Source: an optimization exercise on an open RTL-to-GDS flow (aim: small area and a short achievable clock period). Production flows keep margins and buffers that such runs may drop. No run shown here included a check of the RTL's function; only the layout flow was run. No activity file was given, so power comes from the tool's default toggle rates.

[design/flow/config.mk]
export PLATFORM = sky130hd
export DESIGN_NAME = CannyEdge
export DESIGN_NICKNAME = CannyEdge
export VERILOG_FILES = /design/flow/design.v
export SDC_FILE = /design/flow/constraint.sdc
export NUM_CORES = 4
export LEC_CHECK = 0
export CAP_MARGIN = 20
export CORE_MARGIN = 2
export CORE_UTILIZATION = 40
export SETUP_SLACK_MARGIN = 5
export SLEW_MARGIN = 20
[design/flow/constraint.sdc]
create_clock -name core_clock -period 10.0 [get_ports {clk}]
set_input_delay 2.0000 -clock core_clock [delete_from_list [all_inputs] [get_ports {clk}]]
set_output_delay 2.0000 -clock core_clock [all_outputs]
set_load 0.01 [all_outputs]
[design/flow/design.v]
`timescale 1ns/10ps
module CannyEdge(dAddrRegRow, dAddrRegCol, bWE, bCE, InData, OutData,
	OPMode, bOPEnable, dReadReg, dWriteReg,	clk, rst_b);
input 	[2:0]	dAddrRegRow, dAddrRegCol;
input		bWE, bCE;
input 	[7:0] 	InData;
output 	[7:0] 	OutData;
reg     [7:0] 	OutData;
input 	[2:0]	OPMode;
input 		bOPEnable;
input 	[3:0]	dReadReg, dWriteReg;
input		clk, rst_b;
reg [7:0] regX [0:24];
reg [1:0] y6c;			 
reg z2, z6, z10, z18;		 
reg [1:0] st;			 
reg [1:0] pc;			 
reg [1:0] dc;			 
reg [7:0] Out_gf, Out_gradient;
reg [1:0] Out_dir;		 
reg       Out_bThres;
reg [14:0] gs0, gs1, gs2;	 
reg signed [10:0] Gx, Gy;
wire [7:0] rdec = 8'd1 << dAddrRegRow;
wire [7:0] cdec = 8'd1 << dAddrRegCol;
reg  [24:0] hit;
integer hr, hc;
always @(*) begin
	hit = 25'd0;
	for (hr = 0; hr < 8; hr = hr + 1)
		for (hc = 0; hc < 8; hc = hc + 1)
			if (hr*5 + hc <= 24)
				hit[hr*5 + hc] = hit[hr*5 + hc] | (rdec[hr] & cdec[hc]);
end
wire step   = bCE & ~bOPEnable;
wire m_gau  = OPMode == 3'd0;
wire m_sob  = OPMode == 3'd1;
wire m_nms  = OPMode == 3'd2;
wire m_hys  = OPMode == 3'd3;
wire [7:0] x0 = regX[0], x1 = regX[1], x2 = regX[2], x3 = regX[3], x4 = regX[4];
wire [7:0] x5 = regX[5], x6 = regX[6], x7 = regX[7], x8 = regX[8], x9 = regX[9];
wire [7:0] x10 = regX[10], x11 = regX[11], x12 = regX[12], x13 = regX[13], x14 = regX[14];
wire [7:0] x15 = regX[15], x16 = regX[16], x17 = regX[17], x18 = regX[18], x19 = regX[19];
wire [7:0] x20 = regX[20], x21 = regX[21], x22 = regX[22], x23 = regX[23], x24 = regX[24];
wire [14:0] gsum0, gsum1, gsum2;
wire g_1 = x1[0] ^ x3[0] ^ x5[0];
wire g_2 = (x1[0] & x3[0]) | (x1[0] & x5[0]) | (x3[0] & x5[0]);
wire g_3 = x9[0] ^ x15[0] ^ x19[0];
wire g_4 = (x9[0] & x15[0]) | (x9[0] & x19[0]) | (x15[0] & x19[0]);
wire g_5 = x21[0] ^ x23[0] ^ g_1;
wire g_6 = (x21[0] & x23[0]) | (x21[0] & g_1) | (x23[0] & g_1);
wire g_7 = x1[1] ^ x3[1] ^ x5[1];
wire g_8 = (x1[1] & x3[1]) | (x1[1] & x5[1]) | (x3[1] & x5[1]);
wire g_9 = x9[1] ^ x15[1] ^ x19[1];
wire g_10 = (x9[1] & x15[1]) | (x9[1] & x19[1]) | (x15[1] & x19[1]);
wire g_11 = x21[1] ^ x23[1] ^ g_2;
wire g_12 = (x21[1] & x23[1]) | (x21[1] & g_2) | (x23[1] & g_2);
wire g_13 = g_4 ^ g_7 ^ g_9;
wire g_14 = (g_4 & g_7) | (g_4 & g_9) | (g_7 & g_9);
wire g_15 = g_6 ^ g_11;
wire g_16 = g_6 & g_11;
wire g_17 = x1[2] ^ x3[2] ^ x5[2];
wire g_18 = (x1[2] & x3[2]) | (x1[2] & x5[2]) | (x3[2] & x5[2]);
wire g_19 = x9[2] ^ x15[2] ^ x19[2];
wire g_20 = (x9[2] & x15[2]) | (x9[2] & x19[2]) | (x15[2] & x19[2]);
wire g_21 = x21[2] ^ x23[2] ^ g_8;
wire g_22 = (x21[2] & x23[2]) | (x21[2] & g_8) | (x23[2] & g_8);
wire g_23 = g_10 ^ g_17 ^ g_19;
wire g_24 = (g_10 & g_17) | (g_10 & g_19) | (g_17 & g_19);
wire g_25 = g_12 ^ g_14 ^ g_21;
wire g_26 = (g_12 & g_14) | (g_12 & g_21) | (g_14 & g_21);
wire g_27 = g_23 ^ g_16;
wire g_28 = g_23 & g_16;
wire g_29 = x1[3] ^ x3[3] ^ x5[3];
wire g_30 = (x1[3] & x3[3]) | (x1[3] & x5[3]) | (x3[3] & x5[3]);
wire g_31 = x9[3] ^ x15[3] ^ x19[3];
wire g_32 = (x9[3] & x15[3]) | (x9[3] & x19[3]) | (x15[3] & x19[3]);
wire g_33 = x21[3] ^ x23[3] ^ g_18;
wire g_34 = (x21[3] & x23[3]) | (x21[3] & g_18) | (x23[3] & g_18);
wire g_35 = g_20 ^ g_29 ^ g_31;
wire g_36 = (g_20 & g_29) | (g_20 & g_31) | (g_29 & g_31);
wire g_37 = g_22 ^ g_24 ^ g_33;
wire g_38 = (g_22 & g_24) | (g_22 & g_33) | (g_24 & g_33);
wire g_39 = g_35 ^ g_26 ^ g_37;
wire g_40 = (g_35 & g_26) | (g_35 & g_37) | (g_26 & g_37);
wire g_41 = x1[4] ^ x3[4] ^ x5[4];
wire g_42 = (x1[4] & x3[4]) | (x1[4] & x5[4]) | (x3[4] & x5[4]);
wire g_43 = x9[4] ^ x15[4] ^ x19[4];
wire g_44 = (x9[4] & x15[4]) | (x9[4] & x19[4]) | (x15[4] & x19[4]);
wire g_45 = x21[4] ^ x23[4] ^ g_30;
wire g_46 = (x21[4] & x23[4]) | (x21[4] & g_30) | (x23[4] & g_30);
wire g_47 = g_32 ^ g_41 ^ g_43;
wire g_48 = (g_32 & g_41) | (g_32 & g_43) | (g_41 & g_43);
wire g_49 = g_34 ^ g_36 ^ g_45;
wire g_50 = (g_34 & g_36) | (g_34 & g_45) | (g_36 & g_45);
wire g_51 = g_47 ^ g_38 ^ g_49;
wire g_52 = (g_47 & g_38) | (g_47 & g_49) | (g_38 & g_49);
wire g_53 = x1[5] ^ x3[5] ^ x5[5];
wire g_54 = (x1[5] & x3[5]) | (x1[5] & x5[5]) | (x3[5] & x5[5]);
wire g_55 = x9[5] ^ x15[5] ^ x19[5];
wire g_56 = (x9[5] & x15[5]) | (x9[5] & x19[5]) | (x15[5] & x19[5]);
wire g_57 = x21[5] ^ x23[5] ^ g_42;
wire g_58 = (x21[5] & x23[5]) | (x21[5] & g_42) | (x23[5] & g_42);
wire g_59 = g_44 ^ g_53 ^ g_55;
wire g_60 = (g_44 & g_53) | (g_44 & g_55) | (g_53 & g_55);
wire g_61 = g_46 ^ g_48 ^ g_57;
wire g_62 = (g_46 & g_48) | (g_46 & g_57) | (g_48 & g_57);
wire g_63 = g_59 ^ g_50 ^ g_61;
wire g_64 = (g_59 & g_50) | (g_59 & g_61) | (g_50 & g_61);
wire g_65 = x1[6] ^ x3[6] ^ x5[6];
wire g_66 = (x1[6] & x3[6]) | (x1[6] & x5[6]) | (x3[6] & x5[6]);
wire g_67 = x9[6] ^ x15[6] ^ x19[6];
wire g_68 = (x9[6] & x15[6]) | (x9[6] & x19[6]) | (x15[6] & x19[6]);
wire g_69 = x21[6] ^ x23[6] ^ g_54;
wire g_70 = (x21[6] & x23[6]) | (x21[6] & g_54) | (x23[6] & g_54);
wire g_71 = g_56 ^ g_65 ^ g_67;
wire g_72 = (g_56 & g_65) | (g_56 & g_67) | (g_65 & g_67);
wire g_73 = g_58 ^ g_60 ^ g_69;
wire g_74 = (g_58 & g_60) | (g_58 & g_69) | (g_60 & g_69);
wire g_75 = g_71 ^ g_62 ^ g_73;
wire g_76 = (g_71 & g_62) | (g_71 & g_73) | (g_62 & g_73);
wire g_77 = x1[7] ^ x3[7] ^ x5[7];
wire g_78 = (x1[7] & x3[7]) | (x1[7] & x5[7]) | (x3[7] & x5[7]);
wire g_79 = x9[7] ^ x15[7] ^ x19[7];
wire g_80 = (x9[7] & x15[7]) | (x9[7] & x19[7]) | (x15[7] & x19[7]);
wire g_81 = x21[7] ^ x23[7] ^ g_66;
wire g_82 = (x21[7] & x23[7]) | (x21[7] & g_66) | (x23[7] & g_66);
wire g_83 = g_68 ^ g_77 ^ g_79;
wire g_84 = (g_68 & g_77) | (g_68 & g_79) | (g_77 & g_79);
wire g_85 = g_70 ^ g_72 ^ g_81;
wire g_86 = (g_70 & g_72) | (g_70 & g_81) | (g_72 & g_81);
wire g_87 = g_83 ^ g_74 ^ g_85;
wire g_88 = (g_83 & g_74) | (g_83 & g_85) | (g_74 & g_85);
wire g_89 = g_78 ^ g_80 ^ g_82;
wire g_90 = (g_78 & g_80) | (g_78 & g_82) | (g_80 & g_82);
wire g_91 = g_84 ^ g_86 ^ g_89;
wire g_92 = (g_84 & g_86) | (g_84 & g_89) | (g_86 & g_89);
wire g_93 = x6[0] ^ x8[0] ^ x16[0];
wire g_94 = (x6[0] & x8[0]) | (x6[0] & x16[0]) | (x8[0] & x16[0]);
wire g_95 = x6[1] ^ x8[1] ^ x16[1];
wire g_96 = (x6[1] & x8[1]) | (x6[1] & x16[1]) | (x8[1] & x16[1]);
wire g_97 = x18[1] ^ g_94;
wire g_98 = x18[1] & g_94;
wire g_99 = x6[2] ^ x8[2] ^ x16[2];
wire g_100 = (x6[2] & x8[2]) | (x6[2] & x16[2]) | (x8[2] & x16[2]);
wire g_101 = x18[2] ^ g_96 ^ g_99;
wire g_102 = (x18[2] & g_96) | (x18[2] & g_99) | (g_96 & g_99);
wire g_103 = x6[3] ^ x8[3] ^ x16[3];
wire g_104 = (x6[3] & x8[3]) | (x6[3] & x16[3]) | (x8[3] & x16[3]);
wire g_105 = x18[3] ^ g_100 ^ g_103;
wire g_106 = (x18[3] & g_100) | (x18[3] & g_103) | (g_100 & g_103);
wire g_107 = x6[4] ^ x8[4] ^ x16[4];
wire g_108 = (x6[4] & x8[4]) | (x6[4] & x16[4]) | (x8[4] & x16[4]);
wire g_109 = x18[4] ^ g_104 ^ g_107;
wire g_110 = (x18[4] & g_104) | (x18[4] & g_107) | (g_104 & g_107);
wire g_111 = x6[5] ^ x8[5] ^ x16[5];
wire g_112 = (x6[5] & x8[5]) | (x6[5] & x16[5]) | (x8[5] & x16[5]);
wire g_113 = x18[5] ^ g_108 ^ g_111;
wire g_114 = (x18[5] & g_108) | (x18[5] & g_111) | (g_108 & g_111);
wire g_115 = x6[6] ^ x8[6] ^ x16[6];
wire g_116 = (x6[6] & x8[6]) | (x6[6] & x16[6]) | (x8[6] & x16[6]);
wire g_117 = x18[6] ^ g_112 ^ g_115;
wire g_118 = (x18[6] & g_112) | (x18[6] & g_115) | (g_112 & g_115);
wire g_119 = x6[7] ^ x8[7] ^ x16[7];
wire g_120 = (x6[7] & x8[7]) | (x6[7] & x16[7]) | (x8[7] & x16[7]);
wire g_121 = x18[7] ^ g_116 ^ g_119;
wire g_122 = (x18[7] & g_116) | (x18[7] & g_119) | (g_116 & g_119);
wire g_123 = x7[0] ^ x11[0] ^ x13[0];
wire g_124 = (x7[0] & x11[0]) | (x7[0] & x13[0]) | (x11[0] & x13[0]);
wire g_125 = x7[1] ^ x11[1] ^ x13[1];
wire g_126 = (x7[1] & x11[1]) | (x7[1] & x13[1]) | (x11[1] & x13[1]);
wire g_127 = x17[1] ^ g_124;
wire g_128 = x17[1] & g_124;
wire g_129 = x7[2] ^ x11[2] ^ x13[2];
wire g_130 = (x7[2] & x11[2]) | (x7[2] & x13[2]) | (x11[2] & x13[2]);
wire g_131 = x17[2] ^ g_126 ^ g_129;
wire g_132 = (x17[2] & g_126) | (x17[2] & g_129) | (g_126 & g_129);
wire g_133 = x7[3] ^ x11[3] ^ x13[3];
wire g_134 = (x7[3] & x11[3]) | (x7[3] & x13[3]) | (x11[3] & x13[3]);
wire g_135 = x17[3] ^ g_130 ^ g_133;
wire g_136 = (x17[3] & g_130) | (x17[3] & g_133) | (g_130 & g_133);
wire g_137 = x7[4] ^ x11[4] ^ x13[4];
wire g_138 = (x7[4] & x11[4]) | (x7[4] & x13[4]) | (x11[4] & x13[4]);
wire g_139 = x17[4] ^ g_134 ^ g_137;
wire g_140 = (x17[4] & g_134) | (x17[4] & g_137) | (g_134 & g_137);
wire g_141 = x7[5] ^ x11[5] ^ x13[5];
wire g_142 = (x7[5] & x11[5]) | (x7[5] & x13[5]) | (x11[5] & x13[5]);
wire g_143 = x17[5] ^ g_138 ^ g_141;
wire g_144 = (x17[5] & g_138) | (x17[5] & g_141) | (g_138 & g_141);
wire g_145 = x7[6] ^ x11[6] ^ x13[6];
wire g_146 = (x7[6] & x11[6]) | (x7[6] & x13[6]) | (x11[6] & x13[6]);
wire g_147 = x17[6] ^ g_142 ^ g_145;
wire g_148 = (x17[6] & g_142) | (x17[6] & g_145) | (g_142 & g_145);
wire g_149 = x7[7] ^ x11[7] ^ x13[7];
wire g_150 = (x7[7] & x11[7]) | (x7[7] & x13[7]) | (x11[7] & x13[7]);
wire g_151 = x17[7] ^ g_146 ^ g_149;
wire g_152 = (x17[7] & g_146) | (x17[7] & g_149) | (g_146 & g_149);
wire g_153 = x0[0] ^ x4[0] ^ x20[0];
wire g_154 = (x0[0] & x4[0]) | (x0[0] & x20[0]) | (x4[0] & x20[0]);
wire g_155 = x24[0] ^ ~x18[0] ^ g_3;
wire g_156 = (x24[0] & ~x18[0]) | (x24[0] & g_3) | (~x18[0] & g_3);
wire g_157 = ~g_93 ^ g_153;
wire g_158 = ~g_93 & g_153;
wire g_159 = x0[1] ^ x4[1] ^ x20[1];
wire g_160 = (x0[1] & x4[1]) | (x0[1] & x20[1]) | (x4[1] & x20[1]);
wire g_161 = x24[1] ^ x17[0] ^ 1'b1;
wire g_162 = (x24[1] & x17[0]) | (x24[1] & 1'b1) | (x17[0] & 1'b1);
wire g_163 = g_3 ^ ~g_95 ^ g_123;
wire g_164 = (g_3 & ~g_95) | (g_3 & g_123) | (~g_95 & g_123);
wire g_165 = g_154 ^ g_159 ^ g_161;
wire g_166 = (g_154 & g_159) | (g_154 & g_161) | (g_159 & g_161);
wire g_167 = ~g_97 ^ g_158 ^ g_13;
wire g_168 = (~g_97 & g_158) | (~g_97 & g_13) | (g_158 & g_13);
wire g_169 = g_5 ^ g_156 ^ g_163;
wire g_170 = (g_5 & g_156) | (g_5 & g_163) | (g_156 & g_163);
wire g_171 = g_165 ^ g_15;
wire g_172 = g_165 & g_15;
wire g_173 = x0[2] ^ x4[2] ^ x20[2];
wire g_174 = (x0[2] & x4[2]) | (x0[2] & x20[2]) | (x4[2] & x20[2]);
wire g_175 = x24[2] ^ x2[0] ^ x10[0];
wire g_176 = (x24[2] & x2[0]) | (x24[2] & x10[0]) | (x2[0] & x10[0]);
wire g_177 = x14[0] ^ x22[0] ^ g_125;
wire g_178 = (x14[0] & x22[0]) | (x14[0] & g_125) | (x22[0] & g_125);
wire g_179 = g_160 ^ g_162 ^ g_173;
wire g_180 = (g_160 & g_162) | (g_160 & g_173) | (g_162 & g_173);
wire g_181 = g_175 ^ ~g_98 ^ g_127;
wire g_182 = (g_175 & ~g_98) | (g_175 & g_127) | (~g_98 & g_127);
wire g_183 = g_13 ^ ~g_101 ^ g_164;
wire g_184 = (g_13 & ~g_101) | (g_13 & g_164) | (~g_101 & g_164);
wire g_185 = g_166 ^ g_177 ^ g_179;
wire g_186 = (g_166 & g_177) | (g_166 & g_179) | (g_177 & g_179);
wire g_187 = g_15 ^ g_181 ^ g_25;
wire g_188 = (g_15 & g_181) | (g_15 & g_25) | (g_181 & g_25);
wire g_189 = g_168 ^ g_170 ^ g_183;
wire g_190 = (g_168 & g_170) | (g_168 & g_183) | (g_170 & g_183);
wire g_191 = g_185 ^ g_27 ^ g_172;
wire g_192 = (g_185 & g_27) | (g_185 & g_172) | (g_27 & g_172);
wire g_193 = x0[3] ^ x4[3] ^ x20[3];
wire g_194 = (x0[3] & x4[3]) | (x0[3] & x20[3]) | (x4[3] & x20[3]);
wire g_195 = x24[3] ^ x2[1] ^ x10[1];
wire g_196 = (x24[3] & x2[1]) | (x24[3] & x10[1]) | (x2[1] & x10[1]);
wire g_197 = x14[1] ^ x22[1] ^ x18[0];
wire g_198 = (x14[1] & x22[1]) | (x14[1] & x18[0]) | (x22[1] & x18[0]);
wire g_199 = x17[0] ^ g_93 ^ g_123;
wire g_200 = (x17[0] & g_93) | (x17[0] & g_123) | (g_93 & g_123);
wire g_201 = g_174 ^ g_176 ^ g_193;
wire g_202 = (g_174 & g_176) | (g_174 & g_193) | (g_176 & g_193);
wire g_203 = g_195 ^ g_197 ^ g_128;
wire g_204 = (g_195 & g_197) | (g_195 & g_128) | (g_197 & g_128);
wire g_205 = ~g_102 ^ ~g_105 ^ g_131;
wire g_206 = (~g_102 & ~g_105) | (~g_102 & g_131) | (~g_105 & g_131);
wire g_207 = g_178 ^ g_180 ^ g_199;
wire g_208 = (g_178 & g_180) | (g_178 & g_199) | (g_180 & g_199);
wire g_209 = g_201 ^ g_182 ^ g_203;
wire g_210 = (g_201 & g_182) | (g_201 & g_203) | (g_182 & g_203);
wire g_211 = g_25 ^ g_184 ^ g_186;
wire g_212 = (g_25 & g_184) | (g_25 & g_186) | (g_184 & g_186);
wire g_213 = g_205 ^ g_207 ^ g_28;
wire g_214 = (g_205 & g_207) | (g_205 & g_28) | (g_207 & g_28);
wire g_215 = g_27 ^ g_209 ^ g_39;
wire g_216 = (g_27 & g_209) | (g_27 & g_39) | (g_209 & g_39);
wire g_217 = g_188 ^ g_190 ^ g_211;
wire g_218 = (g_188 & g_190) | (g_188 & g_211) | (g_190 & g_211);
wire g_219 = g_192 ^ g_213;
wire g_220 = g_192 & g_213;
wire g_221 = x0[4] ^ x4[4] ^ x20[4];
wire g_222 = (x0[4] & x4[4]) | (x0[4] & x20[4]) | (x4[4] & x20[4]);
wire g_223 = x24[4] ^ x2[2] ^ x10[2];
wire g_224 = (x24[4] & x2[2]) | (x24[4] & x10[2]) | (x2[2] & x10[2]);
wire g_225 = x14[2] ^ x22[2] ^ x12[0];
wire g_226 = (x14[2] & x22[2]) | (x14[2] & x12[0]) | (x22[2] & x12[0]);
wire g_227 = g_95 ^ g_125 ^ g_194;
wire g_228 = (g_95 & g_125) | (g_95 & g_194) | (g_125 & g_194);
wire g_229 = g_196 ^ g_198 ^ g_221;
wire g_230 = (g_196 & g_198) | (g_196 & g_221) | (g_198 & g_221);
wire g_231 = g_223 ^ g_225 ^ g_97;
wire g_232 = (g_223 & g_225) | (g_223 & g_97) | (g_225 & g_97);
wire g_233 = g_127 ^ ~g_106 ^ ~g_109;
wire g_234 = (g_127 & ~g_106) | (g_127 & ~g_109) | (~g_106 & ~g_109);
wire g_235 = g_132 ^ g_135 ^ g_200;
wire g_236 = (g_132 & g_135) | (g_132 & g_200) | (g_135 & g_200);
wire g_237 = g_202 ^ g_227 ^ g_229;
wire g_238 = (g_202 & g_227) | (g_202 & g_229) | (g_227 & g_229);
wire g_239 = g_204 ^ g_231 ^ g_206;
wire g_240 = (g_204 & g_231) | (g_204 & g_206) | (g_231 & g_206);
wire g_241 = g_208 ^ g_233 ^ g_235;
wire g_242 = (g_208 & g_233) | (g_208 & g_235) | (g_233 & g_235);
wire g_243 = g_237 ^ g_28 ^ g_210;
wire g_244 = (g_237 & g_28) | (g_237 & g_210) | (g_28 & g_210);
wire g_245 = g_40 ^ g_51 ^ g_39;
wire g_246 = (g_40 & g_51) | (g_40 & g_39) | (g_51 & g_39);
wire g_247 = g_212 ^ g_239 ^ g_241;
wire g_248 = (g_212 & g_239) | (g_212 & g_241) | (g_239 & g_241);
wire g_249 = g_214 ^ g_243 ^ g_220;
wire g_250 = (g_214 & g_243) | (g_214 & g_220) | (g_243 & g_220);
wire g_251 = g_216 ^ g_218 ^ g_245;
wire g_252 = (g_216 & g_218) | (g_216 & g_245) | (g_218 & g_245);
wire g_253 = x0[5] ^ x4[5] ^ x20[5];
wire g_254 = (x0[5] & x4[5]) | (x0[5] & x20[5]) | (x4[5] & x20[5]);
wire g_255 = x24[5] ^ x2[3] ^ x10[3];
wire g_256 = (x24[5] & x2[3]) | (x24[5] & x10[3]) | (x2[3] & x10[3]);
wire g_257 = x14[3] ^ x22[3] ^ x12[1];
wire g_258 = (x14[3] & x22[3]) | (x14[3] & x12[1]) | (x22[3] & x12[1]);
wire g_259 = g_222 ^ g_224 ^ g_226;
wire g_260 = (g_222 & g_224) | (g_222 & g_226) | (g_224 & g_226);
wire g_261 = g_253 ^ g_255 ^ g_257;
wire g_262 = (g_253 & g_255) | (g_253 & g_257) | (g_255 & g_257);
wire g_263 = g_98 ^ g_128 ^ g_101;
wire g_264 = (g_98 & g_128) | (g_98 & g_101) | (g_128 & g_101);
wire g_265 = ~g_110 ^ ~g_113 ^ g_136;
wire g_266 = (~g_110 & ~g_113) | (~g_110 & g_136) | (~g_113 & g_136);
wire g_267 = g_139 ^ g_131 ^ g_228;
wire g_268 = (g_139 & g_131) | (g_139 & g_228) | (g_131 & g_228);
wire g_269 = g_230 ^ g_259 ^ g_261;
wire g_270 = (g_230 & g_259) | (g_230 & g_261) | (g_259 & g_261);
wire g_271 = g_232 ^ g_234 ^ g_236;
wire g_272 = (g_232 & g_234) | (g_232 & g_236) | (g_234 & g_236);
wire g_273 = g_238 ^ g_263 ^ g_265;
wire g_274 = (g_238 & g_263) | (g_238 & g_265) | (g_263 & g_265);
wire g_275 = g_267 ^ g_269 ^ g_52;
wire g_276 = (g_267 & g_269) | (g_267 & g_52) | (g_269 & g_52);
wire g_277 = g_63 ^ g_40 ^ g_51;
wire g_278 = (g_63 & g_40) | (g_63 & g_51) | (g_40 & g_51);
wire g_279 = g_240 ^ g_242 ^ g_271;
wire g_280 = (g_240 & g_242) | (g_240 & g_271) | (g_242 & g_271);
wire g_281 = g_273 ^ g_244 ^ g_246;
wire g_282 = (g_273 & g_244) | (g_273 & g_246) | (g_244 & g_246);
wire g_283 = g_248 ^ g_275 ^ g_277;
wire g_284 = (g_248 & g_275) | (g_248 & g_277) | (g_275 & g_277);
wire g_285 = g_279 ^ g_250 ^ g_252;
wire g_286 = (g_279 & g_250) | (g_279 & g_252) | (g_250 & g_252);
wire g_287 = x0[6] ^ x4[6] ^ x20[6];
wire g_288 = (x0[6] & x4[6]) | (x0[6] & x20[6]) | (x4[6] & x20[6]);
wire g_289 = x24[6] ^ x2[4] ^ x10[4];
wire g_290 = (x24[6] & x2[4]) | (x24[6] & x10[4]) | (x2[4] & x10[4]);
wire g_291 = x14[4] ^ x22[4] ^ x12[2];
wire g_292 = (x14[4] & x22[4]) | (x14[4] & x12[2]) | (x22[4] & x12[2]);
wire g_293 = g_254 ^ g_256 ^ g_258;
wire g_294 = (g_254 & g_256) | (g_254 & g_258) | (g_256 & g_258);
wire g_295 = g_287 ^ g_289 ^ g_291;
wire g_296 = (g_287 & g_289) | (g_287 & g_291) | (g_289 & g_291);
wire g_297 = g_102 ^ g_105 ^ ~g_114;
wire g_298 = (g_102 & g_105) | (g_102 & ~g_114) | (g_105 & ~g_114);
wire g_299 = ~g_117 ^ g_140 ^ g_143;
wire g_300 = (~g_117 & g_140) | (~g_117 & g_143) | (g_140 & g_143);
wire g_301 = g_132 ^ g_135 ^ g_260;
wire g_302 = (g_132 & g_135) | (g_132 & g_260) | (g_135 & g_260);
wire g_303 = g_262 ^ g_293 ^ g_295;
wire g_304 = (g_262 & g_293) | (g_262 & g_295) | (g_293 & g_295);
wire g_305 = g_264 ^ g_266 ^ g_268;
wire g_306 = (g_264 & g_266) | (g_264 & g_268) | (g_266 & g_268);
wire g_307 = g_270 ^ g_297 ^ g_299;
wire g_308 = (g_270 & g_297) | (g_270 & g_299) | (g_297 & g_299);
wire g_309 = g_301 ^ g_303 ^ g_64;
wire g_310 = (g_301 & g_303) | (g_301 & g_64) | (g_303 & g_64);
wire g_311 = g_75 ^ g_52 ^ g_63;
wire g_312 = (g_75 & g_52) | (g_75 & g_63) | (g_52 & g_63);
wire g_313 = g_272 ^ g_274 ^ g_305;
wire g_314 = (g_272 & g_274) | (g_272 & g_305) | (g_274 & g_305);
wire g_315 = g_307 ^ g_276 ^ g_278;
wire g_316 = (g_307 & g_276) | (g_307 & g_278) | (g_276 & g_278);
wire g_317 = g_280 ^ g_309 ^ g_311;
wire g_318 = (g_280 & g_309) | (g_280 & g_311) | (g_309 & g_311);
wire g_319 = g_313 ^ g_282 ^ g_284;
wire g_320 = (g_313 & g_282) | (g_313 & g_284) | (g_282 & g_284);
wire g_321 = g_315 ^ g_317;
wire g_322 = g_315 & g_317;
wire g_323 = x0[7] ^ x4[7] ^ x20[7];
wire g_324 = (x0[7] & x4[7]) | (x0[7] & x20[7]) | (x4[7] & x20[7]);
wire g_325 = x24[7] ^ x2[5] ^ x10[5];
wire g_326 = (x24[7] & x2[5]) | (x24[7] & x10[5]) | (x2[5] & x10[5]);
wire g_327 = x14[5] ^ x22[5] ^ x12[3];
wire g_328 = (x14[5] & x22[5]) | (x14[5] & x12[3]) | (x22[5] & x12[3]);
wire g_329 = g_288 ^ g_290 ^ g_292;
wire g_330 = (g_288 & g_290) | (g_288 & g_292) | (g_290 & g_292);
wire g_331 = g_323 ^ g_325 ^ g_327;
wire g_332 = (g_323 & g_325) | (g_323 & g_327) | (g_325 & g_327);
wire g_333 = g_106 ^ g_109 ^ ~g_118;
wire g_334 = (g_106 & g_109) | (g_106 & ~g_118) | (g_109 & ~g_118);
wire g_335 = ~g_121 ^ g_144 ^ g_147;
wire g_336 = (~g_121 & g_144) | (~g_121 & g_147) | (g_144 & g_147);
wire g_337 = g_136 ^ g_139 ^ g_294;
wire g_338 = (g_136 & g_139) | (g_136 & g_294) | (g_139 & g_294);
wire g_339 = g_296 ^ g_329 ^ g_331;
wire g_340 = (g_296 & g_329) | (g_296 & g_331) | (g_329 & g_331);
wire g_341 = g_298 ^ g_300 ^ g_302;
wire g_342 = (g_298 & g_300) | (g_298 & g_302) | (g_300 & g_302);
wire g_343 = g_304 ^ g_333 ^ g_335;
wire g_344 = (g_304 & g_333) | (g_304 & g_335) | (g_333 & g_335);
wire g_345 = g_337 ^ g_339 ^ g_76;
wire g_346 = (g_337 & g_339) | (g_337 & g_76) | (g_339 & g_76);
wire g_347 = g_87 ^ g_64 ^ g_75;
wire g_348 = (g_87 & g_64) | (g_87 & g_75) | (g_64 & g_75);
wire g_349 = g_306 ^ g_308 ^ g_341;
wire g_350 = (g_306 & g_308) | (g_306 & g_341) | (g_308 & g_341);
wire g_351 = g_343 ^ g_310 ^ g_312;
wire g_352 = (g_343 & g_310) | (g_343 & g_312) | (g_310 & g_312);
wire g_353 = g_314 ^ g_345 ^ g_347;
wire g_354 = (g_314 & g_345) | (g_314 & g_347) | (g_345 & g_347);
wire g_355 = g_349 ^ g_316 ^ g_318;
wire g_356 = (g_349 & g_316) | (g_349 & g_318) | (g_316 & g_318);
wire g_357 = g_351 ^ g_353 ^ g_322;
wire g_358 = (g_351 & g_353) | (g_351 & g_322) | (g_353 & g_322);
wire g_359 = x2[6] ^ x10[6] ^ x14[6];
wire g_360 = (x2[6] & x10[6]) | (x2[6] & x14[6]) | (x10[6] & x14[6]);
wire g_361 = x22[6] ^ x12[4] ^ ~g_120;
wire g_362 = (x22[6] & x12[4]) | (x22[6] & ~g_120) | (x12[4] & ~g_120);
wire g_363 = g_324 ^ g_326 ^ g_328;
wire g_364 = (g_324 & g_326) | (g_324 & g_328) | (g_326 & g_328);
wire g_365 = g_359 ^ g_110 ^ g_113;
wire g_366 = (g_359 & g_110) | (g_359 & g_113) | (g_110 & g_113);
wire g_367 = ~g_122 ^ g_148 ^ g_151;
wire g_368 = (~g_122 & g_148) | (~g_122 & g_151) | (g_148 & g_151);
wire g_369 = g_140 ^ g_143 ^ g_330;
wire g_370 = (g_140 & g_143) | (g_140 & g_330) | (g_143 & g_330);
wire g_371 = g_332 ^ g_361 ^ g_363;
wire g_372 = (g_332 & g_361) | (g_332 & g_363) | (g_361 & g_363);
wire g_373 = g_334 ^ g_336 ^ g_338;
wire g_374 = (g_334 & g_336) | (g_334 & g_338) | (g_336 & g_338);
wire g_375 = g_340 ^ g_365 ^ g_367;
wire g_376 = (g_340 & g_365) | (g_340 & g_367) | (g_365 & g_367);
wire g_377 = g_369 ^ g_371 ^ g_88;
wire g_378 = (g_369 & g_371) | (g_369 & g_88) | (g_371 & g_88);
wire g_379 = g_91 ^ g_76 ^ g_87;
wire g_380 = (g_91 & g_76) | (g_91 & g_87) | (g_76 & g_87);
wire g_381 = g_342 ^ g_344 ^ g_373;
wire g_382 = (g_342 & g_344) | (g_342 & g_373) | (g_344 & g_373);
wire g_383 = g_375 ^ g_346 ^ g_348;
wire g_384 = (g_375 & g_346) | (g_375 & g_348) | (g_346 & g_348);
wire g_385 = g_350 ^ g_377 ^ g_379;
wire g_386 = (g_350 & g_377) | (g_350 & g_379) | (g_377 & g_379);
wire g_387 = g_381 ^ g_352 ^ g_354;
wire g_388 = (g_381 & g_352) | (g_381 & g_354) | (g_352 & g_354);
wire g_389 = g_383 ^ g_385 ^ g_356;
wire g_390 = (g_383 & g_385) | (g_383 & g_356) | (g_385 & g_356);
wire g_391 = x2[7] ^ x10[7] ^ x14[7];
wire g_392 = (x2[7] & x10[7]) | (x2[7] & x14[7]) | (x10[7] & x14[7]);
wire g_393 = x22[7] ^ ~1'b0 ^ ~1'b0;
wire g_394 = (x22[7] & ~1'b0) | (x22[7] & ~1'b0) | (~1'b0 & ~1'b0);
wire g_395 = x12[5] ^ g_150 ^ g_360;
wire g_396 = (x12[5] & g_150) | (x12[5] & g_360) | (g_150 & g_360);
wire g_397 = g_391 ^ g_393 ^ g_114;
wire g_398 = (g_391 & g_393) | (g_391 & g_114) | (g_393 & g_114);
wire g_399 = g_117 ^ g_152 ^ g_144;
wire g_400 = (g_117 & g_152) | (g_117 & g_144) | (g_152 & g_144);
wire g_401 = g_147 ^ g_362 ^ g_364;
wire g_402 = (g_147 & g_362) | (g_147 & g_364) | (g_362 & g_364);
wire g_403 = g_395 ^ g_90 ^ g_366;
wire g_404 = (g_395 & g_90) | (g_395 & g_366) | (g_90 & g_366);
wire g_405 = g_368 ^ g_370 ^ g_372;
wire g_406 = (g_368 & g_370) | (g_368 & g_372) | (g_370 & g_372);
wire g_407 = g_397 ^ g_399 ^ g_401;
wire g_408 = (g_397 & g_399) | (g_397 & g_401) | (g_399 & g_401);
wire g_409 = g_92 ^ g_88 ^ g_91;
wire g_410 = (g_92 & g_88) | (g_92 & g_91) | (g_88 & g_91);
wire g_411 = g_374 ^ g_376 ^ g_403;
wire g_412 = (g_374 & g_376) | (g_374 & g_403) | (g_376 & g_403);
wire g_413 = g_405 ^ g_407 ^ g_378;
wire g_414 = (g_405 & g_407) | (g_405 & g_378) | (g_407 & g_378);
wire g_415 = g_380 ^ g_382 ^ g_409;
wire g_416 = (g_380 & g_382) | (g_380 & g_409) | (g_382 & g_409);
wire g_417 = g_411 ^ g_384 ^ g_386;
wire g_418 = (g_411 & g_384) | (g_411 & g_386) | (g_384 & g_386);
wire g_419 = g_413 ^ g_415 ^ g_388;
wire g_420 = (g_413 & g_415) | (g_413 & g_388) | (g_415 & g_388);
wire g_421 = ~1'b0 ^ ~1'b0 ^ x12[6];
wire g_422 = (~1'b0 & ~1'b0) | (~1'b0 & x12[6]) | (~1'b0 & x12[6]);
wire g_423 = g_392 ^ g_394 ^ g_421;
wire g_424 = (g_392 & g_394) | (g_392 & g_421) | (g_394 & g_421);
wire g_425 = g_118 ^ g_121 ^ g_148;
wire g_426 = (g_118 & g_121) | (g_118 & g_148) | (g_121 & g_148);
wire g_427 = g_151 ^ g_396 ^ g_423;
wire g_428 = (g_151 & g_396) | (g_151 & g_423) | (g_396 & g_423);
wire g_429 = g_90 ^ g_398 ^ g_400;
wire g_430 = (g_90 & g_398) | (g_90 & g_400) | (g_398 & g_400);
wire g_431 = g_402 ^ g_425 ^ g_427;
wire g_432 = (g_402 & g_425) | (g_402 & g_427) | (g_425 & g_427);
wire g_433 = g_92 ^ g_404 ^ g_406;
wire g_434 = (g_92 & g_404) | (g_92 & g_406) | (g_404 & g_406);
wire g_435 = g_408 ^ g_429 ^ g_431;
wire g_436 = (g_408 & g_429) | (g_408 & g_431) | (g_429 & g_431);
wire g_437 = g_410 ^ g_412 ^ g_433;
wire g_438 = (g_410 & g_412) | (g_410 & g_433) | (g_412 & g_433);
wire g_439 = g_435 ^ g_414 ^ g_416;
wire g_440 = (g_435 & g_414) | (g_435 & g_416) | (g_414 & g_416);
wire g_441 = g_437 ^ g_418;
wire g_442 = g_437 & g_418;
wire g_443 = ~1'b0 ^ ~1'b0 ^ x12[7];
wire g_444 = (~1'b0 & ~1'b0) | (~1'b0 & x12[7]) | (~1'b0 & x12[7]);
wire g_445 = g_120 ^ g_150 ^ g_422;
wire g_446 = (g_120 & g_150) | (g_120 & g_422) | (g_150 & g_422);
wire g_447 = g_443 ^ g_122 ^ g_152;
wire g_448 = (g_443 & g_122) | (g_443 & g_152) | (g_122 & g_152);
wire g_449 = g_424 ^ g_445 ^ g_426;
wire g_450 = (g_424 & g_445) | (g_424 & g_426) | (g_445 & g_426);
wire g_451 = g_428 ^ g_447 ^ g_430;
wire g_452 = (g_428 & g_447) | (g_428 & g_430) | (g_447 & g_430);
wire g_453 = g_432 ^ g_449 ^ g_434;
wire g_454 = (g_432 & g_449) | (g_432 & g_434) | (g_449 & g_434);
wire g_455 = g_436 ^ g_451 ^ g_438;
wire g_456 = (g_436 & g_451) | (g_436 & g_438) | (g_451 & g_438);
wire g_457 = g_453 ^ g_440;
wire g_458 = g_453 & g_440;
wire g_459 = g_444 ^ g_446 ^ g_448;
wire g_460 = (g_444 & g_446) | (g_444 & g_448) | (g_446 & g_448);
wire g_461 = g_450 ^ g_459 ^ g_452;
wire g_462 = (g_450 & g_459) | (g_450 & g_452) | (g_459 & g_452);
wire g_463 = g_454 ^ g_461;
wire g_464 = g_454 & g_461;
wire g_465 = 1'b1 ^ g_460;
wire g_466 = 1'b1 & g_460;
assign gsum0 = {1'b1, g_462, g_456, g_455, g_439, g_417, g_387, g_320, g_286, g_281, g_247, g_215, g_187, g_167, g_5};
assign gsum1 = {g_466, g_464, g_458, g_442, g_420, g_390, g_358, g_355, g_319, g_283, g_249, g_217, g_189, g_169, g_155};
assign gsum2 = {1'b0, g_465, g_463, g_457, g_441, g_419, g_389, g_357, g_321, g_285, g_251, g_219, g_191, g_171, g_157};
wire signed [10:0] gx_n = $signed({3'b0, x2}) + $signed({3'b0, x12}) + $signed({2'b0, x7, 1'b0})
                        - $signed({3'b0, x0}) - $signed({3'b0, x10}) - $signed({2'b0, x5, 1'b0});
wire signed [10:0] gy_n = $signed({3'b0, x0}) + $signed({3'b0, x2}) + $signed({2'b0, x1, 1'b0})
                        - $signed({3'b0, x10}) - $signed({3'b0, x12}) - $signed({2'b0, x11, 1'b0});
wire sx = Gx[10], sy = Gy[10];
wire [10:0] ax = sx ? -Gx : Gx;
wire [10:0] ay = sy ? -Gy : Gy;
wire [11:0] asum = ax + ay;
wire d0  = {ay, 1'b0} <= {1'b0, ax};
wire d45 = {2'b0, ay, 1'b0} <= ({1'b0, ax, 2'b0} + {3'b0, ax});
wire [1:0] dir_n = d0 ? 2'd0 : d45 ? ((sx ^ sy) ? 2'd3 : 2'd1) : 2'd2;
reg [7:0] xa, xb;
always @(*)
	case (pc)
	2'd0: begin xa = x5;  xb = x7;  end
	2'd1: begin xa = x2;  xb = x10; end
	2'd2: begin xa = x11; xb = x1;  end
	default: begin xa = x12; xb = x0; end
	endcase
wire nms_ge = (x6 >= xa) && (x6 >= xb);
wire nms_do = step & m_nms & (st == 2'd1);
wire h6 = x6 >= 8'd10;
wire l6 = x6 <= 8'd3;
reg trace;
always @(*)
	case (dc)
	2'd0, 2'd2: trace = (x10 >= 8'd10) | (x2 >= 8'd10) | z10 | z2;
	2'd1:       trace = (x18 >= 8'd10) | z18;
	default:    trace = z6;
	endcase
wire bthres_n = h6 | (~l6 & trace);
always @(posedge clk or negedge rst_b)
	if (!rst_b) begin
		st <= 2'd0;
		pc <= 2'd3;
		dc <= 2'd3;
		Out_gf <= 8'd0;
		Out_gradient <= 8'd0;
		Out_dir <= 2'd0;
		Out_bThres <= 1'b0;
	end else if (bCE) begin
		if (bOPEnable)
			st <= 2'd0;
		else if (m_gau) begin
			if (st == 2'd0) st <= 2'd1;
			else if (st == 2'd1) Out_gf <= (gs0 + gs1 + gs2) >> 7;
		end else if (m_sob) begin
			st <= (st == 2'd3) ? 2'd3 : st + 2'd1;
			if (st == 2'd1) Out_gradient <= asum[10:3];
			if (st == 2'd3) Out_dir <= dir_n;
		end else if (m_nms | m_hys) begin
			if (st == 2'd0) begin
				pc <= y6c;
				if (m_hys) dc <= pc;
				st <= 2'd1;
			end else if (st == 2'd1 && m_hys)
				Out_bThres <= bthres_n;
		end
	end
wire wr = rst_b & ~bCE & ~bWE;
wire rd = rst_b & ~bCE & bWE;
wire [7:0] wdata = bCE ? 8'd0 : InData;	 
integer k;
reg [7:0] xr;	 
always @(*) begin
	xr = 8'd0;
	for (k = 0; k < 25; k = k + 1)
		xr = xr | ({8{hit[k]}} & regX[k]);
end
always @(posedge clk) begin
	for (k = 0; k < 25; k = k + 1)
		if ((wr && dWriteReg == 4'd0 && hit[k]) ||
		    (rst_b && nms_do && (nms_ge ? (
			(pc == 2'd0 && (k == 5 || k == 7)) ||
			(pc == 2'd1 && (k == 2 || k == 10)) ||
			(pc == 2'd2 && (k == 11 || k == 1)) ||
			(pc == 2'd3 && (k == 12 || k == 0))) : k == 6)))
			regX[k] <= wdata;
	if (wr && dWriteReg == 4'd1 && hit[6])
		y6c <= (InData == 8'd0) ? 2'd0 : (InData == 8'd45) ? 2'd1 : (InData == 8'd90) ? 2'd2 : 2'd3;
	if (wr && dWriteReg[3:1] != 3'd0) begin
		if (hit[2])  z2  <= InData == 8'd1;
		if (hit[6])  z6  <= InData == 8'd1;
		if (hit[10]) z10 <= InData == 8'd1;
		if (hit[18]) z18 <= InData == 8'd1;
	end
	if (rd)
		case (dReadReg)
		4'd0: OutData <= Out_gf;
		4'd1: OutData <= Out_gradient;
		4'd2: case (Out_dir)
		      2'd0: OutData <= 8'd0;
		      2'd1: OutData <= 8'd45;
		      2'd2: OutData <= 8'd90;
		      default: OutData <= 8'h87;
		      endcase
		4'd3: OutData <= xr;
		4'd4: OutData <= {7'd0, Out_bThres};
		default: ;
		endcase
	if (rst_b && step && m_gau && st == 2'd0) begin
		gs0 <= gsum0;
		gs1 <= gsum1;
		gs2 <= gsum2;
	end
	if (rst_b && step && m_sob && st == 2'd0) begin
		Gx <= gx_n;
		Gy <= gy_n;
	end
end
endmodule
[design/flow/run.sh]
#!/bin/bash
# synth_recipe.tcl (not shown) runs the flow's synth.tcl, then flattens the netlist and writes it again
# the make line also repeats each setting of config.mk as NAME=value (left out here)
make -C /OpenROAD-flow-scripts/flow DESIGN_CONFIG=/design/flow/config.mk WORK_HOME=/design/flow/orfs CLKGATE_MAP_FILE= SYNTH_SCRIPT=/design/flow/synth_recipe.tcl finish
==> results of run 1 <==
==> worst paths after layout <==
path | start | endpoint | slack (ps) | cells after the start
worst max-delay path | bCE | regX[11][2]$_DFFE_PP_ | 5080 | 5
worst min-delay path | y6c[0]$_SDFFCE_PP0P_ | pc[0]$_DFFE_PN1P_ | 480 | 1
worst max register to register | regX[6][3]$_DFFE_PP_ | gs2[11]$_DFFE_PP_ | 5320 | 10
worst min register to register | y6c[0]$_SDFFCE_PP0P_ | pc[0]$_DFFE_PN1P_ | 480 | 1
max in group asynchronous | rst_b | pc[1]$_DFFE_PN1P_ | 7820 | 2
min in group asynchronous | rst_b | Out_gf[3]$_DFFE_PN0P_ | 1840 | 2
==> timing repair <==
item,CTS,global route
hold buffers,0,0
resized for setup,1,1
setup endpoints to repair,36,8
==> layout make-up <==
| cell class | instances | area (µm²) |
|---|---|---|
| Clock buffer | 51 | 1070 |
| Sequential cell | 304 | 9010 |
| Tap cell | 748 | 936 |
| Timing Repair Buffer | 66 | 583 |
| Clock inverter | 15 | 140 |
| Inverter | 379 | 1420 |
| Fill cell | 5021 | 30200 |
| Multi-Input combinational cell | 1076 | 12100 |
==> cells in the mapped netlist (all sizes together) (14+ instances only) <==
library cell	instances	area share, %
o21ai	60	1.3
mux4	16	1.6
nand2	76	1.3
fa	290	26
ha	113	6.3
a22o	20	0.78
nor4	18	0.53
o31ai	17	0.59
a21oi	49	1.1
inv	379	6.3
and2	18	0.50
edfxtp	279	37
xor2	19	0.77
nor2	48	0.82
clkbuf	27	0.45
nand3	18	0.40
nand2b	14	0.39
nor2b	21	0.58
xnor2	34	1.3
a22oi	49	1.6
nor3	22	0.73
a221oi	15	0.58
nand4	16	0.44
dfrtp	21	2.3
==> stage by stage <==
| step | setup slack (ps) | cell area [µm²] | instances | utilization (%) |
|---|---|---|---|---|
| floorplan | 5410 | 22600 | 1795 | - |
| global placement | 4440 | 24000 | 2573 | 43.2 |
| detailed placement | 4360 | 24000 | 2573 | 43.3 |
| CTS | 5050 | 25200 | 2639 | 45.5 |
| global route | 4980 | 25200 | 2639 | 45.5 |
| finish | 5080 | 25200 | 2639 | 45.5 |
==> routing by layer <==
layer	wire length, µm	global-route usage [%]	vias up
met5	0	0	-
met4	3450	10.7	0
met3	6100	6.05	144
met2	34300	41.9	619
met1	33600	39.0	7645
li1	-	-	6309
==> layout by cell type, fill, tap and decap left out, types with 20 or more instances in the layout <==
master	count
a21oi_1	49
a22o_1	20
a22oi_1	49
buf_4	29
clkbuf_16	40
clkdlybuf4s50_1	36
dfrtp_1	21
edfxtp_1	279
fa_1	290
ha_1	113
inv_1	379
nand2_1	75
nor2_1	45
nor2b_1	21
o21ai_0	59
xnor2_1	34
==> power by group <==
part           leakage [nW]  internal [mW]  switching (mW)
clock network         0.588          0.805           0.556
logic                  6.84         0.0639           0.117
registers              2.62           1.40          0.0223
==> cell families (layout without fill, tap and decap cells) <==
kind of cell | Yosys count | in the layout | share of synthesized area (%)
buffers and inverters | 415 | 511 | 7.04
adders and majority gates | 408 | 408 | 32.3
DFF | 304 | 304 | 40.0
AOI/OAI and AO/OA | 303 | 303 | 9.59
and+or+nand+nor | 290 | 290 | 7.15
xor gates and xnor gates | 53 | 53 | 2.09
muxes | 22 | 22 | 1.89
==> sequential cells by signal, summed over array words and instances (netlist names) <==
| register | count |
|---|---|
| st | 2 |
| y6c | 2 |
| Out_gf | 8 |
| Out_gradient | 8 |
| z10 | 1 |
| pc | 2 |
| regX | 200 |
| OutData | 8 |
| Out_dir | 2 |
| Gy | 11 |
| Out_bThres | 1 |
| gs0 | 14 |
| Gx | 11 |
| z18 | 1 |
| z6 | 1 |
| gs1 | 15 |
| gs2 | 14 |
| z2 | 1 |
| dc | 2 |
==> critical path: stages <==
cell             delay (ps)
clkdlybuf4s50_1         970
and3_1                  310
and4b_1                 370
nand4_1                 540
o31ai_2                 880
==> results.tsv, run 1 <==
metric	value	unit
drive_above_1_share	7.93	%
setup_viol	0	
core-area	0.0554	mm²
crit_required	10170	ps
maxCapViolCount	0	
netlist_area	0.0225	mm²
drtPass1Iterations	7	
worstSetupStartpointType	input pin	
globalplace.congestion	0.981	
routedWlPerCell	29.3	µm
io_buffers	37	
nets	2297	
track_usage	27.7	%
holdWs	479	ps
grt_max_degree	44	
cp.arrival	5090	ps
max_freq	203	MHz
area_growth	11.9	%
relSlewSlack	23.4	%
power_density	118	mW/mm²
end_kind	flip-flop	
htreeDepth	2	
cts_tree	done	
synth_area_per_cell	12.6	µm²
worstSkewPairLatency	570	ps
grt_pass1_wl	111	mm
post-route-min-period	4920	ps
ys_seq_elements	304	
vdd_drop_max	0.0893	mV
ys_seq_area_share	40.0	%
path_clk_slew	60	ps
yosys_warnings	2	
rows	86	
wirelength	77.4	mm
fp.dieW	241	µm
skew	30.3	ps
hpwl	62.8	mm
status	finished clean	
drcViolationCount	0	
critical_path.max_fanout	16	
crit_type	in2reg	
hold_violations	0	
first_global_vias	15400	
via_per_inst	5.58	
synth_edf_count	279	
antenna_found_initial	0	
synth.distinct_cells	85	
ios	38	
clock_path_buffers	3	
drt_iter0_markers	1456	
hold_path.class	reg2reg	
start_util	40.7	%
numCtsBuffers	37	
syn-num-nets	2228	
synth_cells	1795	
die_h	241	µm
dieArea	0.0583	mm²
rsz0062_at_grt	yes	
worst_pin_slew	1140	ps
power	2.97	mW
postCtsSetupBuffers	0	
synthFlopType	edfxtp_1	
drv_slew	0	
setup_tns	0	ps
p_leak	10.0	nW
final.period_utilization	49.2	%
ant_nets	0	
vias	14700	
async_flop_share	8.22	%
n_antenna_cell	0	
root_buffer	clkbuf_16	
cts.sinks	304	
overflow	0	
==> run 2, diff against run 1 <==
==> design/flow/flow/run.sh (new file) <==
#!/bin/bash
# The standard layout (standard.sh), with:
#  - port buffers of a plain buffer cell (buf_2) instead of the default pick,
#  - the resizer's setup margin raised so repair_timing keeps shortening
#    the critical paths past the 10 ns constraint.
export BUFFER_PORTS_ARGS="-buffer_cell sky130_fd_sc_hd__buf_2"
export SETUP_SLACK_MARGIN=5.5
bash standard.sh > standard.log 2>&1
==> design/flow/standard.sh (new file) <==
#!/bin/bash
# synth_recipe.tcl (not shown) runs the flow's synth.tcl, then flattens the netlist and writes it again
# the make line also repeats each setting of config.mk as NAME=value (left out here)
make -C /OpenROAD-flow-scripts/flow DESIGN_CONFIG=/design/flow/config.mk WORK_HOME=/design/flow/orfs CLKGATE_MAP_FILE= SYNTH_SCRIPT=/design/flow/synth_recipe.tcl "${@:-finish}"
--- a/design/flow/config.mk
+++ b/design/flow/config.mk
@@ -10,3 +10,2 @@
 export CORE_UTILIZATION = 40
-export SETUP_SLACK_MARGIN = 5
 export SLEW_MARGIN = 20
removed: design/flow/run.sh
==> results.tsv, run 2 <==
metric	value	unit
reg_top3	regX (200), gs1 (15)	
synth_edf_count	279	
synth_cells	1795	
p_leak	10.1	nW
syn-num-nets	2228	
cp_slowest_cell	edfxtp_1	
hpwl	60.8	mm
synth_area_leaders	edfxtp_1 37%, fa_1 26%, inv_1 6.3%	
yosys_warnings	2	
worstSetupStartpointType	flip-flop	
drive_above_1_share	11.9	%
setup_tns	0	ps
routedWlPerCell	28.1	µm
final_common_cell	inv_1	
drt_iter0_markers	1507	
regMostFlops	regX	
relSlewSlack	34.0	%
cts_tree	done	
register_area	0.00901	mm²
p_switching	0.682	mW
yosysMostFrequentCell	inv_1	
dpl_cell_area	0.0237	mm²
via_per_inst	5.62	
first_global_vias	15400	
wirelength	75.0	mm
overflow	0	
end_kind	flip-flop	
hold_start	y6c[0]$_SDFFCE_PP0P_	
track_usage	26.7	%
clock_path_buffers	3	
root_buffer	clkbuf_16	
combPwrFrac	5.9	%
nets	2324	
cp_slowest_stage_delay	610	ps
netlist_area	0.0225	mm²
cpMostUsedCell	fa_1	
vias	15000	
die_h	241	µm
start_util	40.7	%
vdd_drop_max	0.0843	mV
drv_slew	0	
cp.arrival	4740	ps
synth_area_per_cell	12.6	µm²
post-route-min-period	4440	ps
area_growth	11.9	%
numCtsBuffers	35	
ff2ff_setup_slack	5560	ps
n_fill_cell	4988	
placedCellCount	2567	
largest_register_ffs	200	
rows	86	
final.period_utilization	44.4	%
globalplace.congestion	1.06	
p_sw_share	23.8	%
ys_seq_elements	304	
hold_path.class	reg2reg	
rsz0062_at_grt	yes	
worstRegToRegCells	10	
async_flop_share	8.22	%
setup_viol	0	
holdWs	480	ps
skew	23.2	ps
maxCapViolCount	0	
max_freq	225	MHz
min_delay_path_depth	1	
crit_required	10300	ps
drtPass1Iterations	6	
power_density	114	mW/mm²
cts.sinks	304	
worstSkewPairLatency	560	ps
synth.distinct_cells	85	
dieArea	0.0583	mm²
ys_seq_area_share	40.0	%
grt_max_degree	44	
multi_input_comb_area	0.0121	mm²
antenna_found_initial	5	
ios	38	
grt_pass1_wl	108	mm
worst_pin_slew	982	ps
io_buffers	37	
drcViolationCount	0	
synth_common_cells	379 x inv_1, 290 x fa_1, 279 x edfxtp_1, 113 x ha_1, 75 x nand2_1	
hold_violations	0	
worst_hold_path.endpoint	pc[0]$_DFFE_PN1P_	
yosysTopAreaCell	edfxtp_1	
core-area	0.0554	mm²
crit_type	reg2reg	
final_cell_mix	378 x inv_1, 281 x fa_1, 279 x edfxtp_1	
stdcell_count	2666	
intPower	2.18	mW
ant_nets	0	
critical_path.max_fanout	4	
fp.dieW	241	µm
synth_top_area_share	37.2	%
rr_endpoint	gs2[11]$_DFFE_PP_	
status	finished clean	
path_cells	fa_1 > fa_1 > inv_1 > fa_1 > fa_1 > inv_1 > fa_1 > fa_1 > fa_1 > ha_1	
finalInstanceArea	0.0252	mm²
synthFlopType	edfxtp_1	
seqPwrFrac	49.8	%
path_clk_slew	70	ps
htreeDepth	2	
clock_power_share	44.3	%
r2r-start	regX[7][4]$_DFFE_PP_	
run 2: cell counts after synthesis:
Identical to the previous run, type by type.
run 2: critical path, delay by kind of cell, from the launching register on:
family	cells	cell delay (ps)
buffers and inverters	2	140
adders and majority gates	8	3420
DFF	1	610
run 2: kinds of logic after synthesis:
group           count (synthesis)  synth area share [%]
buf+inv                       415                  7.04
fa+ha+maj                     408                  32.3
flops                         304                  40.0
compound gates                303                  9.59
simple gates                  290                  7.15
xor+xnor                       53                  2.09
mux                            22                  1.89
run 2: how the worst max path moves through the flow:
stage	startpoint	endpoint	slack, ps
5_1_grt	pc[0]$_DFFE_PN1P_	regX[5][6]$_DFFE_PP_	5470
3_5_place_dp	rst_b	regX[5][5]$_DFFE_PP_	5020
3_3_place_gp	dAddrRegCol[1]	regX[18][5]$_DFFE_PP_	5190
2_1_floorplan	bOPEnable	gs0[0]$_DFFE_PP_	5620
4_1_cts	regX[5][6]$_DFFE_PP_	gs2[9]$_DFFE_PP_	5500
6_report	regX[7][4]$_DFFE_PP_	gs2[11]$_DFFE_PP_	5560
run 2: stage by stage:
step | total power [mW] | setup slack (ps) | utilization, %
global route | 2.94 | 5470 | 45.5
finish | 2.86 | 5560 | 45.5
floorplan | 1.54 | 5620 | -
global placement | 1.62 | 5190 | 42.8
CTS | 2.88 | 5500 | 45.0
detailed placement | 1.62 | 5020 | 42.8
run 2: power groups by stage:
stage               Sequential, mW  Clock, mW  Combinational [mW]
floorplan                     1.44          0               0.101
global placement              1.45          0               0.162
detailed placement            1.45          0               0.164
CTS                           1.43       1.29               0.165
global route                  1.43       1.33               0.184
finish                        1.43       1.27               0.168
run 2: area by class of cell:
type                       count  area share [%]
clock buffer                  43            3.84
timing repair buffer          95            2.56
sequential                   304            35.7
inverter                     379            5.64
multi-input combinational   1076            47.9
clock inverter                20           0.561
tap                          748            3.71
antenna                        1         0.00993
run 2: what timing repair did:
| item | 4_1_cts | 5_1_grt |
|---|---|---|
| hold buffers | 0 | 0 |
| setup buffers | 10 | 24 |
| endpoints found under the setup margin | 5 | 21 |
| gates resized for setup | 2 | 11 |
| pin swaps | 0 | 10 |
run 2: metal layers:
metal	track usage [%]	vias up	share of wire (%)
met5	0	-	0.017
met4	12.4	2	5.5
met3	5.80	174	8.0
met2	40.9	715	45
met1	36.5	7727	42
li1	-	6354	-
==> run 3, diff against run 2 <==
==> design/flow/flow/run.sh (replaced) <==
#!/bin/bash
# The standard layout (standard.sh), with:
#  - port buffers of a plain buffer cell (buf_2) instead of the default pick,
#  - the resizer's setup margin raised so repair_timing keeps shortening
#    the critical paths past the 10 ns constraint,
#  - a clock tree of smaller buffers and no dummy loads.
export BUFFER_PORTS_ARGS="-buffer_cell sky130_fd_sc_hd__buf_2"
export SETUP_SLACK_MARGIN=6
export CTS_ARGS="-sink_clustering_enable -repair_clock_nets -dont_use_dummy_load -buf_list sky130_fd_sc_hd__clkbuf_8 -sink_clustering_size 16 -sink_clustering_max_diameter 60"
bash standard.sh > standard.log 2>&1
==> results.tsv, run 3 <==
metric	value	unit
status	finished clean	
combPwrFrac	7.6	%
synth_area_per_cell	12.6	µm²
root_buffer	clkbuf_8	
synthFlopType	edfxtp_1	
crit_required	10340	ps
clock_power_share	31.7	%
ios	38	
path_clk_slew	100	ps
setup_viol	0	
n_fill_cell	4926	
relSlewSlack	40.4	%
area_growth	14.6	%
grt_max_degree	44	
fin_util	46.6	%
synth_edf_count	279	
fp.dieW	241	µm
cts.sinks	304	
path_cells	fa_2 > inv_2 > fa_1 > inv_2 > fa_1 > fa_1 > buf_4 > fa_2 > inv_2 > fa_2 > inv_2 > fa_2	
drt_iter0_markers	1603	
netlist_area	0.0225	mm²
yosysMostFrequentCell	inv_1	
via_per_inst	5.69	
vdd_drop_max	0.0606	mV
reg_top3	regX (200), gs1 (15)	
hpwl	60.2	mm
max_freq	228	MHz
drv_slew	0	
synth_area_leaders	edfxtp_1 37%, fa_1 26%, inv_1 6.3%	
routedWlPerCell	28.2	µm
rows	86	
drtPass1Iterations	6	
hold_violations	0	
setup_tns	0	ps
drive_above_1_share	22.8	%
ys_seq_elements	304	
cp_slowest_cell	edfxtp_1	
hold_path.class	reg2reg	
worstSkewPairLatency	630	ps
clock_path_buffers	3	
nets	2410	
regMostFlops	regX	
worstSetupStartpointType	flip-flop	
final.period_utilization	43.8	%
intPower	1.77	mW
holdWs	491	ps
p_sw_share	24.7	%
drcViolationCount	0	
cpLargestDelayFamily	adder cells	
critical_path.max_fanout	2	
end_kind	flip-flop	
die_h	241	µm
async_flop_share	8.22	%
power_density	90.9	mW/mm²
synth_common_cells	379 x inv_1, 290 x fa_1, 279 x edfxtp_1, 113 x ha_1, 75 x nand2_1	
vias	15500	
ys_seq_area_share	40.0	%
cts_hold_buf	0	
numCtsBuffers	34	
p_leak	10.3	nW
yosysTopAreaCell	edfxtp_1	
globalplace.congestion	1.03	
ant_nets	0	
rsz0062_at_grt	yes	
post-route-min-period	4380	ps
track_usage	27.1	%
first_global_vias	15800	
cp_slowest_stage_delay	540	ps
synth.distinct_cells	85	
maxCapViolCount	0	
wirelength	76.9	mm
syn-num-nets	2228	
dieArea	0.0583	mm²
worst_pin_slew	890	ps
synth_top_area_share	37.2	%
cp.arrival	4710	ps
antenna_found_initial	2	
cts_tree	done	
final_cell_mix	344 x inv_1, 279 x edfxtp_1, 222 x fa_1	
final_common_cell	inv_1	
grt_pass1_wl	110	mm
cp_num_buf_inv	5	
htreeDepth	2	
start_util	40.7	%
p_switching	0.579	mW
crit_type	reg2reg	
yosys_warnings	2	
overflow	0	
skew	62.8	ps
largest_register_ffs	200	
io_buffers	37	
synth_cells	1795	
core-area	0.0554	mm²
seqPwrFrac	60.7	%
run 3: cell counts after synthesis:
No cell type changed its count.
run 3: routing by layer:
metal  track usage [%]  share of wire, %  vias to the layer above
met5                 0             0.012                        -
li1                  -                 -                     6495
met4              14.8               6.5                        2
met1              36.4                40                     7977
met2              41.2                44                      822
met3              5.73               8.9                      195
run 3: stage by stage:
| stage | setup WS (ps) | instances | power (mW) | instance area (µm²) |
|---|---|---|---|---|
| CTS | 5640 | 2676 | 2.35 | 25100 |
| detailed placement | 5070 | 2567 | 1.62 | 23800 |
| floorplan | 5690 | 1795 | 1.54 | 22600 |
| global placement | 5110 | 2567 | 1.62 | 23800 |
| finish | 5620 | 2724 | 2.35 | 25800 |
| global route | 5530 | 2723 | 2.42 | 25800 |
run 3: power groups by stage:
stage	Combinational (mW)	Clock [mW]	Sequential [mW]
after floorplan	0.102	0	1.44
after global placement	0.162	0	1.45
after detailed placement	0.166	0	1.45
after CTS	0.169	0.759	1.43
after global routing	0.194	0.802	1.43
final	0.178	0.744	1.43
run 3: worst register-to-register path, stage by stage, from the launching register on:
cell      delay (ps)
edfxtp_1         540
fa_2             410
inv_2             60
fa_1             420
inv_2             70
fa_1             430
fa_1             490
buf_4            160
fa_2             520
inv_2             40
fa_2             520
inv_2             40
fa_2             400
run 3: worst paths after layout:
path	from	slack [ps]	cells past startpoint	endpoint
max in group asynchronous	rst_b	8350	1	st[0]$_DFFE_PN0P_
max	regX[1][6]$_DFFE_PP_	5620	12	gs2[8]$_DFFE_PP_
max reg2reg	regX[1][6]$_DFFE_PP_	5620	12	gs2[8]$_DFFE_PP_
min	y6c[1]$_SDFFCE_PP0P_	490	1	pc[1]$_DFFE_PN1P_
min in group asynchronous	rst_b	1310	1	Out_gf[3]$_DFFE_PN0P_
min reg2reg	y6c[1]$_SDFFCE_PP0P_	490	1	pc[1]$_DFFE_PN1P_
run 3: area by class of cell:
type / instances / area [µm²] / share of cell area (%)
Tap cell: 748 / 936 / 3.62
Clock buffer: 34 / 468 / 1.81
Sequential cell: 304 / 9020 / 34.9
Multi-Input combinational cell: 1076 / 12700 / 49.0
Antenna cell: 1 / 2.50 / 0.00969
Timing Repair Buffer: 182 / 1330 / 5.15
Inverter: 379 / 1420 / 5.51
run 3: cell families after synthesis:
kind of cell               after synthesis  share of synthesized area [%]
buffers and inverters                  415                           7.04
adders and majority gates              408                           32.3
DFF                                    304                           40.0
AOI/OAI and AO/OA                      303                           9.59
and+or+nand+nor                        290                           7.15
xor gates and xnor gates                53                           2.09
muxes                                   22                           1.89
run 3: timing repair:
action	CTS	global route
pin swaps	37	50
cloned	0	0
gates resized for setup	79	107
setup buffers	75	46
endpoints found under the setup margin	145	120

-- what the ideal ports hide --
How much do the figures lean on ideal ports? The routed layouts below were timed once more, with nothing changed but the port constraints.
Step 1 assumes that a clkbuf_16 drives the clock port and a buf_2 every other input.
Step 2 times the ports against the registers' clock, not the clock port: input delays grow and output delays shrink by t, the midpoint of the rising clock arrivals with the driver on.
Three values: ideal ports, drivers, drivers and shift; two values: the first two.
run | t, ns | setup slack, ns | slew at the worst register clock pin (ns) | worst data-port slew with drivers (ns)
run 1 | 0.601 | 5.080 / 5.104 / 4.503 | 0.07 / 0.07 | 0.04
run 2 | 0.605 | 5.562 / 5.562 / 5.144 | 0.08 / 0.08 | 0.03
run 3 | 0.651 | 5.623 / 5.623 / 5.438 | 0.10 / 0.10 | 0.04
After both steps setup and hold are still met in every run listed. The setup slack of run 1, which loses most, moves by +0.024 ns with the drivers and by -0.577 ns with both steps.
